What follows belongs to an exercise in optimizing a design on an open flow for small area; a production flow would make more cautious choices.
No functional check of the RTL was part of this run.
Power figures rest on the tool's default switching activity, not on a simulated workload.

===== flow/constraint.sdc =====
create_clock -name core_clock -period 10.0 [get_ports {clk}]
set_input_delay 2.0000 -clock core_clock [delete_from_list [all_inputs] [get_ports {clk}]]
set_output_delay 2.0000 -clock core_clock [all_outputs]
set_load 0.01 [all_outputs]

===== flow/config.mk =====
export PLATFORM = sky130hd
export DESIGN_NAME = commu
export DESIGN_NICKNAME = commu
export VERILOG_FILES = /design/flow/design.v
export SDC_FILE = /design/flow/constraint.sdc
export NUM_CORES = 4
export LEC_CHECK = 0
export CAP_MARGIN = 20
export CORE_MARGIN = 2
export CORE_UTILIZATION = 40
export PLACE_DENSITY = 0.6
export SLEW_MARGIN = 20

===== flow/run.sh =====
#!/bin/bash
# synth_recipe.tcl (not shown) runs the flow's synth.tcl, then flattens the netlist and writes it again
# the make line also repeats each setting of config.mk as NAME=value (left out here)
make -C /OpenROAD-flow-scripts/flow DESIGN_CONFIG=/design/flow/config.mk WORK_HOME=/design/flow/orfs CLKGATE_MAP_FILE= SYNTH_SCRIPT=/design/flow/synth_recipe.tcl finish

===== flow/design.v =====
module key_deb
(
	input clk,
	input rst,
	input [3:0] key_in,
	output reg [3:0] key_out
);
reg [11:0] cnt;
reg clk100;
reg [3:0] key0,key1,key2;
wire tick = (cnt==2_500);
wire smp = tick & ~clk100;	 
always@(posedge clk)
begin
	if(rst)
	begin
		cnt <= 0;
		clk100 <= 0;
	end
	else if(tick)
	begin
		cnt <= 0;
		clk100 <= ~clk100;
	end
	else
		cnt <= cnt+1;
end
always@(posedge clk)
begin
	if(rst)
	begin
		key_out <= 4'hf;
		key0 <= 4'hf;
		key1 <= 4'hf;
		key2 <= 4'hf;
	end
	else if(smp)
	begin
		key_out <= key_in|key0|key1|key2;
		key2 <= key1;
		key1 <= key0;
		key0 <= key_in;
	end
end
endmodule
module cnt(clk,rst,key,dat0,dat1,dat2,dat3,dat4,dat5,dig_cnt,start,send_rate,rec_rate,txstate);
input clk,rst;
input [3:0]key;
output reg [3:0]dat0,dat1,dat2,dat3,dat4,dat5;
output reg [2:0] dig_cnt;
output reg start,send_rate,rec_rate,txstate;
reg [3:0] key_o;
reg [3:0] key_p;
wire [3:0] fall = key_p & ~key_o;	 
always@(posedge clk)
begin
	if(rst)
	begin
		key_o <= 4'hf;
		key_p <= 4'hf;
	end
	else
	begin
		key_o <= key;
		key_p <= key_o;
	end
end
always@(posedge clk)
begin
	if(rst)
		start <= 0;
	else if((dig_cnt==6)&&~key_o[1])
		start <= 1;
	else
		start <= 0;
end
always@(posedge clk)
begin
	if(rst)
		dig_cnt <= 0;
	else if(fall[0])
	begin
		if(dig_cnt==3'd6)
			dig_cnt <= 0;
		else
			dig_cnt <= dig_cnt + 1;
	end
end
always@(posedge clk)
begin
	if(rst)
	begin
		dat0 <= 0;
		dat1 <= 0;
		dat2 <= 0;
		dat3 <= 0;
		dat4 <= 0;
		dat5 <= 0;
	end
	else if(fall[1] && (dig_cnt!=6))
	begin
		case(dig_cnt)
			3'd0:dat0 <= dat0 + 3'd1;
			3'd1:dat1 <= dat1 + 3'd1;
			3'd2:dat2 <= dat2 + 3'd1;
			3'd3:dat3 <= dat3 + 3'd1;
			3'd4:dat4 <= dat4 + 3'd1;
			3'd5:dat5 <= dat5 + 3'd1;
			default:
				;
		endcase
	end
end
always@(posedge clk)
begin
	if(rst)
		txstate <= 0;
	else if(fall[2])
		txstate <= ~txstate;
end
always@(posedge clk)
begin
	if(rst)
	begin
		send_rate <= 0;
		rec_rate <= 0;
	end
	else if(fall[3])
	begin
		case(txstate)
			1'b0:send_rate <= ~send_rate;
			1'b1:rec_rate <= ~rec_rate;
		endcase
	end
end
endmodule
module disp(clk50M,rst,dat0,dat1,dat2,dat3,dat4,dat5,rec_dat24,txstate,dig,seg,dig_cnt);
input clk50M,rst,txstate;
input [3:0]dat0,dat1,dat2,dat3,dat4,dat5;
input [23:0]rec_dat24;
output reg [5:0]dig;
output reg [0:7]seg;
parameter N = 250,WIDTH = 8;
reg clk2k;
reg [WIDTH-1:0]cnt;
output reg [2:0]dig_cnt;
reg [3:0]bin_data;
wire tick = (cnt == N-1);
always@(posedge clk50M)
begin
	if(rst)
	begin
		cnt <= 0;
		clk2k <= 0;
	end
	else if(tick)
	begin
		cnt <= 0;
		clk2k <= ~clk2k;
	end
	else
		cnt <= cnt +1;
end
always@(posedge clk50M)	 
begin
	if(rst)
		dig_cnt <= 0;
	else if(tick & ~clk2k)
	begin
		if(dig_cnt==3'b101)
			dig_cnt <= 0;
		else
			dig_cnt <= dig_cnt + 1;
	end
end
always@(*)
begin
	case(dig_cnt)	 
		3'd0:dig = 6'b011111;
		3'd1:dig = 6'b101111;
		3'd2:dig = 6'b110111;
		3'd3:dig = 6'b111011;
		3'd4:dig = 6'b111101;
		3'd5:dig = 6'b111110;
		default:dig = 6'b000000;
	endcase
	if(~txstate)
	begin
		case(dig_cnt)	 
			3'd0:bin_data = dat0;
			3'd1:bin_data = dat1;
			3'd2:bin_data = dat2;
			3'd3:bin_data = dat3;
			3'd4:bin_data = dat4;
			3'd5:bin_data = dat5;
			default:bin_data = 4'h4;
		endcase
	end
	else
	begin
		case(dig_cnt)
			3'd0:bin_data = rec_dat24[3:0];
			3'd1:bin_data = rec_dat24[7:4];
			3'd2:bin_data = rec_dat24[11:8];
			3'd3:bin_data = rec_dat24[15:12];
			3'd4:bin_data = rec_dat24[19:16];
			3'd5:bin_data = rec_dat24[23:20];
		default:bin_data = 4'h4;
		endcase
	end
	case(bin_data)	 
		4'h0:seg = {8'b0000_0011};	 
		4'h1:seg = {8'b1001_1111};	 
		4'h2:seg = {8'b0010_0101};	 
		4'h3:seg = {8'b0000_1101};	 
		4'h4:seg = {8'b1001_1001};	 
		4'h5:seg = {8'b0100_1001};	 
		4'h6:seg = {8'b0100_0001};	 
		4'h7:seg = {8'b0001_1111};	 
		4'h8:seg = {8'b0000_0001};	 
		4'h9:seg = {8'b0000_1001};	 
		4'ha:seg = {8'b0001_0001};	 
		4'hb:seg = {8'b1100_0001};	 
		4'hc:seg = {8'b0110_0011};	 
		4'hd:seg = {8'b1000_0101};	 
		4'he:seg = {8'b0110_0001};	 
		4'hf:seg = {8'b0111_0001};	 
		default:seg = 8'b1111_1111;
	endcase
end
endmodule
module flikerer
(
	input clk,
	input rst,
	input [7:0]seg_in,
	input [2:0]disp_out,
	input [2:0]cnt_out,
	input txstate,
	output reg [7:0]seg
);
reg [17:0] cnt;
reg clk1;
always@(posedge clk)
begin
	if(rst)
	begin
		cnt <= 0;
		clk1 <= 0;
	end
	else if(cnt == 250_000)
	begin
		cnt <= 0;
		clk1 <= ~clk1;
	end
	else
		cnt <= cnt +1;
end
always@(posedge clk)
begin
	if(rst)
		seg <= 8'hff;
	else if(clk1)
	begin
		if((disp_out==cnt_out)&&~txstate)
			seg <= 8'hff;
		else
			seg <= seg_in;
	end
	else
		seg <= seg_in;
end
endmodule
module send(TxA,TxB,busy,start,clk,rst,send_rate_sel,dat24);	 
input [23:0] dat24;
reg [23:0] buffer24;
input start,clk,rst,send_rate_sel;
output reg TxA,TxB;
output busy;
reg [8:0] cnt_h;
reg [6:0] cnt_l;
reg clk_h,clk_l,clk_buff,buzy;
parameter Idle=0,BeginTx=1,SendBit=2,SendZero=3,SendNull=4;
reg [2:0] state;
reg [4:0] count;
wire clk_sel = send_rate_sel ? clk_h : clk_l;
wire step = clk_sel & ~clk_buff;	 
assign busy = buzy;
always@(posedge clk)	 
begin
	if(rst)
	begin
		cnt_h <= 0;
		cnt_l <= 0;
		clk_h <= 0;
		clk_l <= 0;
	end
	else if(cnt_h==250)
	begin
		cnt_h <= 0;
		clk_h <= ~clk_h;
		if(cnt_l==100)
		begin
			cnt_l <= 0;
			clk_l <= ~clk_l;
		end
		else
			cnt_l <= cnt_l+1;
	end
	else
		cnt_h <= cnt_h+1;
end
always@(posedge clk)	 
begin
	if(rst)
	begin
		state <= Idle;
		count <= 0;
		buffer24 <= 0;
		buzy <= 0;
		TxA <= 0;
		TxB <= 0;
	end
	else if(step)
	begin
		case(state)
			Idle:
			begin
				if(start==0)
					state <= Idle;
				else
					state <= BeginTx;
				buzy <= 0;
				TxA <= 0;
				TxB <= 0;
			end
			BeginTx:
			begin
				count <= 0;
				buffer24 <= dat24;
				buzy <= 1;
				TxA <= 0;
				TxB <= 0;
				state <= SendBit;
			end
			SendBit:
			begin
				count <= count+1;
				TxA <= buffer24[0];
				TxB <= ~buffer24[0];
				state <= SendZero;
			end
			SendZero:
			begin
				if(count==24)
				begin
					count <= 1;
					state <= SendNull;
				end
				else
					state <= SendBit;
				buffer24 <= buffer24>>1;
				TxA <= 0;
				TxB <= 0;
			end
			SendNull:
			begin
				if(count==6)
					state <= Idle;
				else
				begin
					count <= count+1;
					state <= SendNull;
				end
			end
			default:
				state <= Idle;
		endcase
	end
end
always@(posedge clk)	 
begin
	if(rst)
		clk_buff <= 0;
	else
		clk_buff <= clk_sel;
end
endmodule
module rec(RxA,RxB,clk,rst,rec_rate_sel,dat24);
output reg [23:0] dat24;
reg [23:0] buffer24;
input clk,rst,rec_rate_sel;
input RxA,RxB;
reg [8:0] cnt_h;
reg [6:0] cnt_l;
reg clk_h,clk_l,clk_buff;
parameter Idle=0,BeginRx=1,RecBit=2,RecZero=3,RecNull=4;
reg [2:0] state;
reg [4:0] count;
wire clk_sel = rec_rate_sel ? clk_h : clk_l;
wire step = ~clk_sel & clk_buff;	 
always@(posedge clk)	 
begin
	if(rst)
	begin
		cnt_h <= 0;
		cnt_l <= 0;
		clk_h <= 0;
		clk_l <= 0;
	end
	else if(cnt_h==250)
	begin
		cnt_h <= 0;
		clk_h <= ~clk_h;
		if(cnt_l==100)
		begin
			cnt_l <= 0;
			clk_l <= ~clk_l;
		end
		else
			cnt_l <= cnt_l+1;
	end
	else
		cnt_h <= cnt_h+1;
end
always@(posedge clk)	 
begin
	if(rst)
		clk_buff <= 0;
	else
		clk_buff <= clk_sel;
end
always@(posedge clk)	 
begin
	if(rst)
	begin
		state <= Idle;
		count <= 0;
		buffer24 <= 0;
		dat24 <= 0;
	end
	else if(step)
	begin
		case(state)
			Idle:
			begin
				if((RxA||RxB)==0)
					state <= Idle;
				else
				begin
					count <= 1;
					buffer24[23] <= (RxA)&&(~RxB);
					state <= RecZero;
				end
			end
			RecBit:
			begin
				count <= count+1;
				buffer24[23] <= (RxA)&&(~RxB);
				state <= RecZero;
			end
			RecZero:
			begin
				if(count==24)
				begin
					count <= 1;
					state <= RecNull;
				end
				else
				begin
					buffer24 <= buffer24>>1;
					state <= RecBit;
				end
			end
			RecNull:
			begin
				if(count==6)
				begin
					dat24 <= buffer24;
					state <= Idle;
				end
				else
				begin
					count <= count+1;
					state <= RecNull;
				end
			end
			default:
				state <= Idle;
		endcase
	end
end
endmodule
module led(clk,rst,txstate,send_rate,rec_rate,start,led);
input clk,rst,txstate,send_rate,rec_rate,start;
output reg [3:0]led;
always@(posedge clk)
begin
	if(rst)
		led <= 4'b0000;
	else
	begin
		if(txstate)
			led[0] <= 1;
		else
			led[0] <= 0;
		if(start)
			led[1] <= 1;
		else
			led[1] <= 0;
		if(send_rate)
			led[2] <= 1;
		else
			led[2] <= 0;
		if(rec_rate)
			led[3] <= 1;
		else
			led[3] <= 0;
	end
end
endmodule
module commu
(
	input clk,
	input rst,
	input [3:0]key,
	input RxA,
	input RxB,
	output [5:0]dig,
	output [0:7]seg,
	output TxA,
	output TxB,
	output busy,
	output [3:0] led
);
wire start,send_rate,rec_rate,txstate;
wire [23:0] dat_rec24;
wire [3:0] key_out;
key_deb key_deb_inst
(
	.clk(clk),
	.rst(rst),
	.key_in(key),
	.key_out(key_out)
);
wire [3:0] dat0,dat1,dat2,dat3,dat4,dat5;
wire [2:0]cnt_out;
cnt cnt_inst
(
	.clk(clk),
	.rst(rst),
	.key(key_out[3:0]),
	.dat0(dat0),
	.dat1(dat1),
	.dat2(dat2),
	.dat3(dat3),
	.dat4(dat4),
	.dat5(dat5),
	.dig_cnt(cnt_out),
	.start(start),
	.send_rate(send_rate),
	.rec_rate(rec_rate),
	.txstate(txstate)
);
wire [2:0]disp_cnt;
wire [0:7]seg_in;
disp disp_inst
(
	.clk50M(clk),
	.rst(rst),
	.dat0(dat0),
	.dat1(dat1),
	.dat2(dat2),
	.dat3(dat3),
	.dat4(dat4),
	.dat5(dat5),
	.rec_dat24(dat_rec24),
	.txstate(txstate),
	.dig(dig),
	.seg(seg_in),
	.dig_cnt(disp_cnt)
);
flikerer flikerer_inst
(
	.clk(clk),
	.rst(rst),
	.seg_in(seg_in),
	.disp_out(disp_cnt),
	.cnt_out(cnt_out),
	.txstate(txstate),
	.seg(seg)
);
wire [23:0] dat24 = {dat5,dat4,dat3,dat2,dat1,dat0};
send send_inst
(
	.dat24(dat24),
	.TxA(TxA),
	.TxB(TxB),
	.busy(busy),
	.start(start),
	.clk(clk),
	.rst(rst),
	.send_rate_sel(send_rate)
);
led led_inst
(
	.clk(clk),
	.rst(rst),
	.txstate(txstate),
	.send_rate(send_rate),
	.rec_rate(rec_rate),
	.start(TxA),
	.led(led)
);
rec rec_inst
(
	.dat24(dat_rec24),
	.clk(clk),
	.rst(rst),
	.RxA(RxA),
	.RxB(RxB),
	.rec_rate_sel(rec_rate)
);
endmodule

==> impl_metrics.json <==
{
  "antenna_found_initial": 0,
  "drive_gt1_share_pct": 7.38,
  "synth.area.top_cells": "dfxtp_1 45%, nor2_1 7.2%, mux2i_1 6.6%, ha_1 4.0%, xor2_1 3.9%",
  "finalClockSkew_ns": 0.0137,
  "floorplan.initialDensity_pct": 40.8,
  "fmax_ghz": 0.209,
  "crit_path_end_kind": "output port",
  "max_cap_violations": 0,
  "r2r_slack_ns": 6.75,
  "final_cell_mix": "239 x dfxtp_1, 203 x nor2_1, 106 x nand2_1",
  "root_buffer": "clkbuf_16",
  "arrival_ns": 2.79,
  "power_density_nw_per_um2": 167,
  "rows": 59,
  "synthesis.area_um2": 10700,
  "drc": 0,
  "synthXorXnorAreaFrac_pct": 7.81,
  "htree_levels": 1,
  "ys_seq_area_share_pct": 44.9,
  "crit_type": "register to output port",
  "r2r-start": "disp_inst.dig_cnt[1]",
  "dp_cells": 1490,
  "relSlewSlack_pct": 46.2,
  "required_ns": 8.00,
  "rsz0062_at_grt": "no",
  "outcome": "timing/DRC/antenna clean",
  "yosysTopAreaCell": "dfxtp_1",
  "finalSetupTns_ns": 0,
  "hp-class": "register to register",
  "grt_max_degree": 84,
  "die_width_um": 167,
  "min_delay_path_depth": 1,
  "final_nets": 1227,
  "drtPass1Iterations": 15,
  "start_kind": "register",
  "syn_avg_cell_area_um2": 8.97,
  "grt_first_pass_wirelength_um": 34800,
  "synth_compound_area_share_pct": 10.3,
  "post-dp-hpwl_um": 13300,
  "hold_path_end": "cnt_inst.key_o[1]",
  "gp_congestion": 0.761,
  "holdCritStartpoint": "key_deb_inst.key_out[1]",
  "track_usage_pct": 14.4,
  "wire_per_inst_um": 13.2,
  "ios": 29,
  "cts_max_path_buffers": 3,
  "insertion_delay_ns": 0.53,
  "viasPerCell": 5.04,
  "synth_enable_flop_cells": 0,
  "worst_pin_slew_ns": 0.807,
  "setup_violations": 0,
  "ant_nets": 0,
  "path_max_fanout": 22,
  "cts_resized": 0,
  "rr_endpoint": "flikerer_inst.seg[4]",
  "hold_violations": 0,
  "cts_setup_buffers": 0,
  "drt_first_iter_violations": 378,
  "tritoncts": "done",
  "diodes": 0,
  "num_vias": 7763,
  "synthAdderAreaFrac_pct": 3.99,
  "yosys.cell_types.count": 76,
  "cts_buffers": 27,
  "clock_sinks": 239,
  "p_leak_uw": 0.00456,
  "core-area_um2": 26100,
  "post-route-min-period_ns": 4.79,
  "yosysWarnings": 7,
  "ys_ff_latch": 239,
  "die_y_um": 167,
  "clk_pin_slew_ns": 0.06,
  "layout_commonest_cell": "dfxtp_1",
  "synthesis.nets": 1230,
  "reg2reg_depth": 11,
  "finalWirelength_um": 20400,
  "synthArstFlopShare_pct": 0,
  "first_global_vias": 7150,
  "area_growth_pct": 13.0,
  "synthMuxAreaShare_pct": 7.21,
  "grt_overflow": 0,
  "ys.flop_type": "dfxtp_1",
  "netlist_instances": 1188,
  "ir_drop_uv": 90.2,
  "drv_slew": 0,
  "fin_crit_sh_pct": 47.9,
  "dieArea_um2": 28000,
  "yosys.area_share.simple_pct": 21.6,
  "synth_top_family_by_area": "simple AND/OR/NAND/NOR gates",
  "port_buffers": 27,
  "netlist.area_leader.share_pct": 44.9,
  "cts_hold_buf": 0,
  "stdcell_count": 1541
}
[final cells by class]
class | instances | area, um^2
sequential | 239 | 4780
clock inverter | 9 | 110
fill | 2555 | 14100
inverter | 34 | 128
tap | 335 | 419
clock buffer | 41 | 818
multi-input combinational | 847 | 5440
timing repair buffer | 36 | 343
[worst max-delay path by stage]
stage | end | slack, ns | cells past startpoint | from
floorplan | dig[1] | 6.19 | 7 | disp_inst.dig_cnt[0]
global placement | key_deb_inst.cnt[8] | 5.66 | 5 | rst
detailed placement | key_deb_inst.cnt[4] | 5.64 | 5 | rst
CTS | dig[1] | 5.17 | 4 | disp_inst.dig_cnt[1]
global route | dig[1] | 5.05 | 4 | disp_inst.dig_cnt[1]
finish | dig[1] | 5.21 | 4 | disp_inst.dig_cnt[1]
[registers in the layout, indices dropped and copies added, names as in the netlist, 5 cells and up]
signal / flops
rec_inst.dat24: 24
send_inst.cnt_h: 9
key_deb_inst.cnt: 12
send_inst.cnt_l: 7
send_inst.buffer24: 24
flikerer_inst.seg: 7
send_inst.count: 5
rec_inst.cnt_l: 7
rec_inst.buffer24: 24
rec_inst.count: 5
rec_inst.cnt_h: 9
disp_inst.cnt: 8
flikerer_inst.cnt: 18
[synthesized netlist by cell type, types with 3 or more instances]
library cell,count
dfxtp_1,239
nor2_1,204
nand2_1,106
mux2i_1,70
a21oi_1,54
xor2_1,48
xnor2_1,47
clkbuf_1,42
ha_1,34
inv_1,32
a211oi_1,25
nand3_1,25
nand4_1,21
nor2b_1,19
o21ai_0,19
buf_2,17
and3_1,13
a211o_1,12
or2_2,12
nand2b_1,10
nor3_1,10
nor4_1,10
or2_1,7
a21o_1,6
nor3b_1,6
or3_1,6
and2_1,5
buf_6,5
nand4b_1,5
nand3b_1,4
nor4bb_1,4
o21a_1,4
o21ai_1,4
a22oi_1,3
a311oi_1,3
and4_1,3
o221ai_1,3
[per-stage QoR]
stage	setup slack (ns)	utilization, %	power (uW)	area [um^2]	hold WS [ns]
3_5_place_dp	5.64	42.5	1030	11100	0.420
3_3_place_gp	5.66	42.5	1030	11100	0.425
6_report	5.21	46.1	2010	12000	0.434
4_1_cts	5.17	46.0	2050	12000	0.437
5_1_grt	5.05	46.1	2090	12000	0.444
2_1_floorplan	6.19	-	1010	10700	0.408
[power by group]
part | internal (uW) | switching [uW]
clock | 616 | 387
combinational | 14.5 | 24.7
sequential | 959 | 7.11
total | 1590 | 419
[routing by layer]
metal  routed length, um  GRT usage (%)  up-vias
li1                    -              -     4038
met1               10100           19.7     3618
met2                9340           24.1       86
met3                 703           2.39       21
met4                 229           2.95        0
met5                   0              0        -
[worst max-delay path: stages, from the launching register on]
cell             delay, ns
dfxtp_1               0.80
and2_1                0.25
ha_1                  0.48
o21bai_1              0.19
clkdlybuf4s50_1       0.55
[kinds of logic (layout without fill, tap and decap cells)]
group | after synthesis | after routing
adders and majority gates | 34 | 34
other | 1 | 1
muxes | 74 | 74
xor gates and xnor gates | 95 | 95
buffers and inverters | 102 | 120
AOI/OAI and AO/OA | 160 | 160
and+or+nand+nor | 483 | 483
DFF | 239 | 239

-- port drivers added, routing unchanged --
The flow's constraints put no driver on any port. The routed layout listed below was extracted and timed again, unchanged, in two steps. Step 1 (the two cells are an assumption about what drives the block):
set clk [get_ports {clk}]
set_driving_cell -lib_cell sky130_fd_sc_hd__clkbuf_16 $clk
set_driving_cell -lib_cell sky130_fd_sc_hd__buf_2 [delete_from_list [all_inputs] $clk]
Step 2, shift: input delay + t, output delay - t, t = (earliest + latest rising clock arrival at the registers) / 2. This alone moves slack from input paths to output paths. Slacks: no drivers / after step 1 / after step 2; pairs: no drivers / after step 1.
t, ns: 0.566
slack for setup (ns): 5.209 / 5.163 / 5.664
worst data-port slew with drivers (ns): 0.03
After both steps setup and hold are still met in this run. The setup slack of this run moves by -0.046 ns with the drivers and by +0.455 ns with both steps.
